Background: an optimization exercise with open tools, aiming at small area. Do not read the settings as production practice.
Where RTL was checked, it was by simulation tests only, not by an equivalence proof against the original.

==> inputs of run H <==
==> flow/design.v (excerpt) <==
module CounterSelector(
    input  logic clk,
    input  logic reset,
    input  logic next_button,
    input  logic select_button,    
    input  logic selec_A_M,
    input  logic buttonM,
    output logic [6:0] display_7seg,
    output logic [6:0] seg_centenas,
    output logic [6:0] seg_decenas,
    output logic [6:0] seg_unidades,
    output logic [4:0] led
);
Settings: LEC_CHECK=0, CAP_MARGIN=20, CORE_MARGIN=2, CORE_UTILIZATION=40, CTS_BUF_LIST=sky130_fd_sc_hd__clkbuf_8, SLEW_MARGIN=20; clock period 150.0 ns.
standard.sh (not shown) runs the stock make flow with config.mk's settings and CLKGATE_MAP_FILE= SYNTH_SCRIPT=/design/flow/synth_recipe.tcl, a recipe that flattens the netlist after the stock synthesis.
==> flow/flow/run.sh <==
#!/bin/bash
# Own layout flow: the standard ORFS flow (standard.sh) with two changes:
#  - synthesis maps the logic with an area-oriented ABC script (flow/abc_area.script)
#    in place of ORFS's speed script, and leaves adders to ABC instead of mapping
#    them to half/full adder cells first (ADDER_MAP_FILE empty); registers, their
#    names and everything else in synthesis are unchanged;
#  - port buffers use the smallest buffer, sky130_fd_sc_hd__buf_1;
#  - clock tree synthesis uses clkbuf_8 buffers and inserts no dummy loads.
# Each tool's full output goes to a log of its own in this folder and in orfs/logs/.
set -euo pipefail
W=$PWD
rm -rf "$W/scripts_area"
cp -r "$FLOW_HOME/scripts" "$W/scripts_area"
cp "$W/flow/abc_area.script" "$W/scripts_area/abc_speed.script"
ADDER_MAP_FILE= SCRIPTS_DIR="$W/scripts_area" bash standard.sh synth > "$W/synth.log" 2>&1
CTS_ARGS="-sink_clustering_enable -repair_clock_nets -dont_use_dummy_load -buf_list sky130_fd_sc_hd__clkbuf_8" \
BUFFER_PORTS_ARGS="-buffer_cell sky130_fd_sc_hd__buf_1" bash standard.sh finish > "$W/layout.log" 2>&1
rm -rf "$W/scripts_area"
==> flow/flow/abc_area.script <==
strash
&get -n
&deepsyn -I 1 -J 500
&dch -f
&nf -a -R 1000
&put
==> run B (differences from run H) <==
==> flow/design.v (replaced) <==
module Decodificador9(input logic [3:0] d, output logic [6:0] salida);
    always_comb begin
        case (d)
            4'd1: salida = 7'b1111001;
            4'd2: salida = 7'b0100100;
            4'd3: salida = 7'b0110000;
            4'd4: salida = 7'b0011001;
            4'd5: salida = 7'b0010010;
            4'd6: salida = 7'b0000010;
            4'd7: salida = 7'b1111000;
            4'd8: salida = 7'b0000000;
            4'd9: salida = 7'b0011000;
            default: salida = 7'b1000000;
        endcase
    end
endmodule
module LED_Animation (
    input  logic clk,
    input  logic reset,
    input  logic tick,
    input  logic count_reached,
    output logic [2:0] s
);
    logic [1:0] r;
    always_ff @(posedge clk or posedge reset) begin
        if (reset) begin
            r <= 2'd3;
            s <= 3'd0;
        end else if (tick) begin
            if (r == 2'd3) begin
                if (count_reached) r <= 2'd0;
            end else if (s[2] & s[0]) begin
                s <= 3'd0;
                r <= r + 2'd1;
            end else begin
                s <= s + 3'd1;
            end
        end
    end
endmodule
module Debounce(
    input logic clk,
    input logic reset,
    input logic button_in,
    output logic button_out
);
    parameter integer DEBOUNCE_TIME = 20;  
    logic [4:0] counter;  
    logic button_reg;      
    logic settled;
    assign settled = counter[4] & counter[2];
    always_ff @(posedge clk or posedge reset) begin
        if (reset) begin
            counter <= 0;
            button_reg <= 0;
            button_out <= 0;
        end else begin
            if (button_in != button_reg) begin
                counter <= 0;  
            end else if (!settled) begin
                counter <= counter + 1;  
            end else begin
                button_out <= button_in;  
            end
            button_reg <= button_in;  
        end
    end
endmodule
module TimeBase (
    input  logic clk,
    input  logic reset,
    output logic pulse,
    output logic tick
);
    logic [3:0] tb_lo;     
    logic [6:0] tb_sec;    
    logic [4:0] tb_led;    
    logic sec_end;
    assign sec_end = (tb_sec[6:2] == 5'b11111) && tb_sec[0];
    always_ff @(posedge clk or posedge reset) begin
        if (reset) begin
            tb_lo  <= 4'd0;
            tb_sec <= 7'd0;
            tb_led <= 5'd0;
        end else begin
            tb_lo <= tb_lo + 4'd1;
            if (&tb_lo) begin
                tb_led <= tb_led + 5'd1;
                tb_sec <= sec_end ? 7'd1 : tb_sec + 7'd1;
            end
        end
    end
    assign pulse = (tb_lo == 4'd0) && sec_end;
    assign tick  = (&tb_lo) && (tb_led == 5'd15);
endmodule
module CounterSelector(
    input  logic clk,
    input  logic reset,
    input  logic next_button,
    input  logic select_button,    
    input  logic selec_A_M,
    input  logic buttonM,
    output logic [6:0] display_7seg,
    output logic [6:0] seg_centenas,
    output logic [6:0] seg_decenas,
    output logic [6:0] seg_unidades,
    output logic [4:0] led
);
    function automatic [7:0] step_add(input logic [7:0] b, input logic [1:0] k);
        logic [3:0] q, u;
        q = b[7:4];
        u = b[3:0];
        case (k)
            2'b01: if (u[3] & u[0]) begin q = q + 4'd1; u = 4'd0; end
                   else u = u + 4'd1;
            2'b10: if (u[3] | (u[2] & u[1])) begin q = q + 4'd1; u = u - 4'd6; end
                   else u = u + 4'd4;
            default: q = q + 4'd1;
        endcase
        step_add = {q, u};
    endfunction
    logic pulse, tick;
    TimeBase timebase (.clk(clk), .reset(reset), .pulse(pulse), .tick(tick));
    logic next_button_clean, selec_A_M_clean, buttonM_clean;
    Debounce #(.DEBOUNCE_TIME(20)) db_next (
        .clk(clk), .reset(reset), .button_in(next_button), .button_out(next_button_clean));
    Debounce #(.DEBOUNCE_TIME(20)) db_mode (
        .clk(clk), .reset(reset), .button_in(selec_A_M), .button_out(selec_A_M_clean));
    Debounce #(.DEBOUNCE_TIME(20)) db_btnM (
        .clk(clk), .reset(reset), .button_in(buttonM), .button_out(buttonM_clean));
    logic press, next_press, prev_select_button, prev_next_button, buttonM_prev;
    logic bedge;
    always_ff @(posedge clk or posedge reset) begin
        if (reset) begin
            press <= 1'b0;
            next_press <= 1'b0;
            prev_select_button <= 1'b0;
            prev_next_button <= 1'b0;
            buttonM_prev <= 1'b0;
        end else begin
            prev_select_button <= select_button;
            press <= select_button & ~prev_select_button;
            prev_next_button <= next_button_clean;
            next_press <= next_button_clean & ~prev_next_button;
            buttonM_prev <= buttonM_clean;
        end
    end
    assign bedge = buttonM_clean & ~buttonM_prev;
    logic pE, pU;             
    logic [1:0] didx;         
    logic sm;                 
    logic [1:0] si;           
    logic aclr, mclr;
    assign didx = {pE | pU, ~pE};
    always_ff @(posedge clk or posedge reset) begin
        if (reset) begin
            pE <= 1'b0;
            pU <= 1'b0;
            sm <= 1'b0;
            si <= 2'd0;
        end else begin
            if (si == 2'd0) begin
                if (next_press) begin
                    pE <= ~pE & ~pU;
                    pU <= pE;
                end
                if (press) begin
                    sm <= selec_A_M_clean;
                    si <= didx;
                end
            end else if (sm ? mclr : aclr) begin
                si <= 2'd0;
            end
        end
    end
    assign display_7seg = {~pE, 3'b000, ~pU, ~pU, ~pE};
    logic [1:0] aw, ar, aaw;       
    logic [7:0] av;
    logic a_lim;
    logic [1:0] mw;
    logic [7:0] mv;
    logic m_lim, m_z;
    logic [7:0] sum;          
    assign a_lim = &av[7:4];
    assign m_lim = &mv[7:4];
    assign m_z   = mv[3] & mv[1];
    assign mclr  = m_z;
    assign sum = step_add(sm ? ((mw == si && !m_z) ? mv : 8'd0)
                             : ((aw == si) ? av : 8'd0), si);
    always_ff @(posedge clk) begin
        if (pulse && !sm && si != 2'd0 && !(aw == si && a_lim))
            aw <= si;
        if (bedge && sm && si != 2'd0 && !(mw == si && m_lim))
            mw <= si;
    end
    always_ff @(posedge clk or posedge reset) begin
        if (reset) begin
            av <= 8'd0;
            ar <= 2'd0;
        end else begin
            ar <= a_lim ? aw : 2'd0;
            if (pulse) begin
                if (!sm && si != 2'd0 && !(aw == si && a_lim))
                    av <= sum;
                else
                    av <= 8'd0;
            end
        end
    end
    assign aclr = (ar != 2'd0);
    always_ff @(posedge clk or posedge reset) begin
        if (reset) begin
            mv <= 8'd0;
        end else if (bedge) begin
            if (sm && si != 2'd0) begin
                if (mw == si && m_lim) mv <= 8'h0A;
                else mv <= sum;
            end else begin
                mv <= 8'd0;
            end
        end
    end
    logic [2:0] aas, s1, s4, s10;
    LED_Animation anim_a   (.clk(clk), .reset(reset), .tick(tick), .count_reached(aclr), .s(aas));
    LED_Animation anim_1M  (.clk(clk), .reset(reset), .tick(tick), .count_reached(m_z && mw == 2'd1), .s(s1));
    LED_Animation anim_4M  (.clk(clk), .reset(reset), .tick(tick), .count_reached(m_z && mw == 2'd2), .s(s4));
    LED_Animation anim_10M (.clk(clk), .reset(reset), .tick(tick), .count_reached(m_z && mw == 2'd3), .s(s10));
    always_ff @(posedge clk)
        if (aclr) aaw <= ar;
    logic [7:0] dv;
    logic [3:0] dq, dt;
    logic [2:0] ds;
    always_comb begin
        if (selec_A_M_clean) begin
            dv = (mw == didx) ? mv : 8'd0;
            case (didx)
                2'b01:   ds = s1;
                2'b10:   ds = s4;
                default: ds = s10;
            endcase
        end else begin
            dv = (aw == didx) ? av : 8'd0;
            ds = (aaw == didx) ? aas : 3'd0;
        end
    end
    assign dq = dv[7:4];
    assign dt = (dq >= 4'd10) ? dq - 4'd10 : dq;
    assign seg_centenas = (dq >= 4'd10) ? 7'b1111001 : 7'b1000000;
    Decodificador9 dec_decenas  (.d(dt), .salida(seg_decenas));
    Decodificador9 dec_unidades (.d(dv[3:0]), .salida(seg_unidades));
    assign led = {ds[2] & ds[0], ds[2], ds[2] | (ds[1] & ds[0]), ds[2] | ds[1], |ds};
endmodule
==> flow/run.sh (new file) <==
#!/bin/bash
# synth_recipe.tcl (not shown) runs the flow's synth.tcl, then flattens the netlist and writes it again
# the make line also repeats each setting of config.mk as NAME=value (left out here)
make -C /OpenROAD-flow-scripts/flow DESIGN_CONFIG=/design/flow/config.mk WORK_HOME=/design/flow/orfs CLKGATE_MAP_FILE= SYNTH_SCRIPT=/design/flow/synth_recipe.tcl finish
removed: flow/flow/run.sh
removed: flow/flow/abc_area.script
removed: flow/standard.sh
==> run summary <==
Run H finished clean. Run B finished with timing, DRC and antenna clean. Between run B and run H, the lower core utilization is in run H (gap 0.82 points). Between run H and run B, the lower via count is in run H (gap 25%, measured against run B). Against run H, the register-to-register slack of run B is higher by 0.59 ns. Between run B and run H, the lower hold slack is in run H (gap 0.039 ns).
For run B, only the layout was checked, not whether the RTL still works.

==> afterwards: timing with drivers on the ports <==
How much do the figures lean on ideal ports? The routed layouts below were timed once more, with nothing changed but the port constraints. Step 1: set_driving_cell puts a clkbuf_16 on clk and a buf_2 on each other input, an assumption about the parent block. Step 2, shift: input delay + t, output delay - t, t = (earliest + latest rising clock arrival at the registers) / 2. This alone moves slack from input paths to output paths. Slacks: no drivers / after step 1 / after step 2; pairs: no drivers / after step 1.
| run | shift t [ns] | setup slack, ns | cell pins on the clock port's net |
|---|---|---|---|
| run H | 0.369 | 116.509 / 116.479 / 116.848 | 1 |
| run B | 0.398 | 116.523 / 116.492 / 116.890 | 1 |
After both steps setup and hold are still met in every run listed.
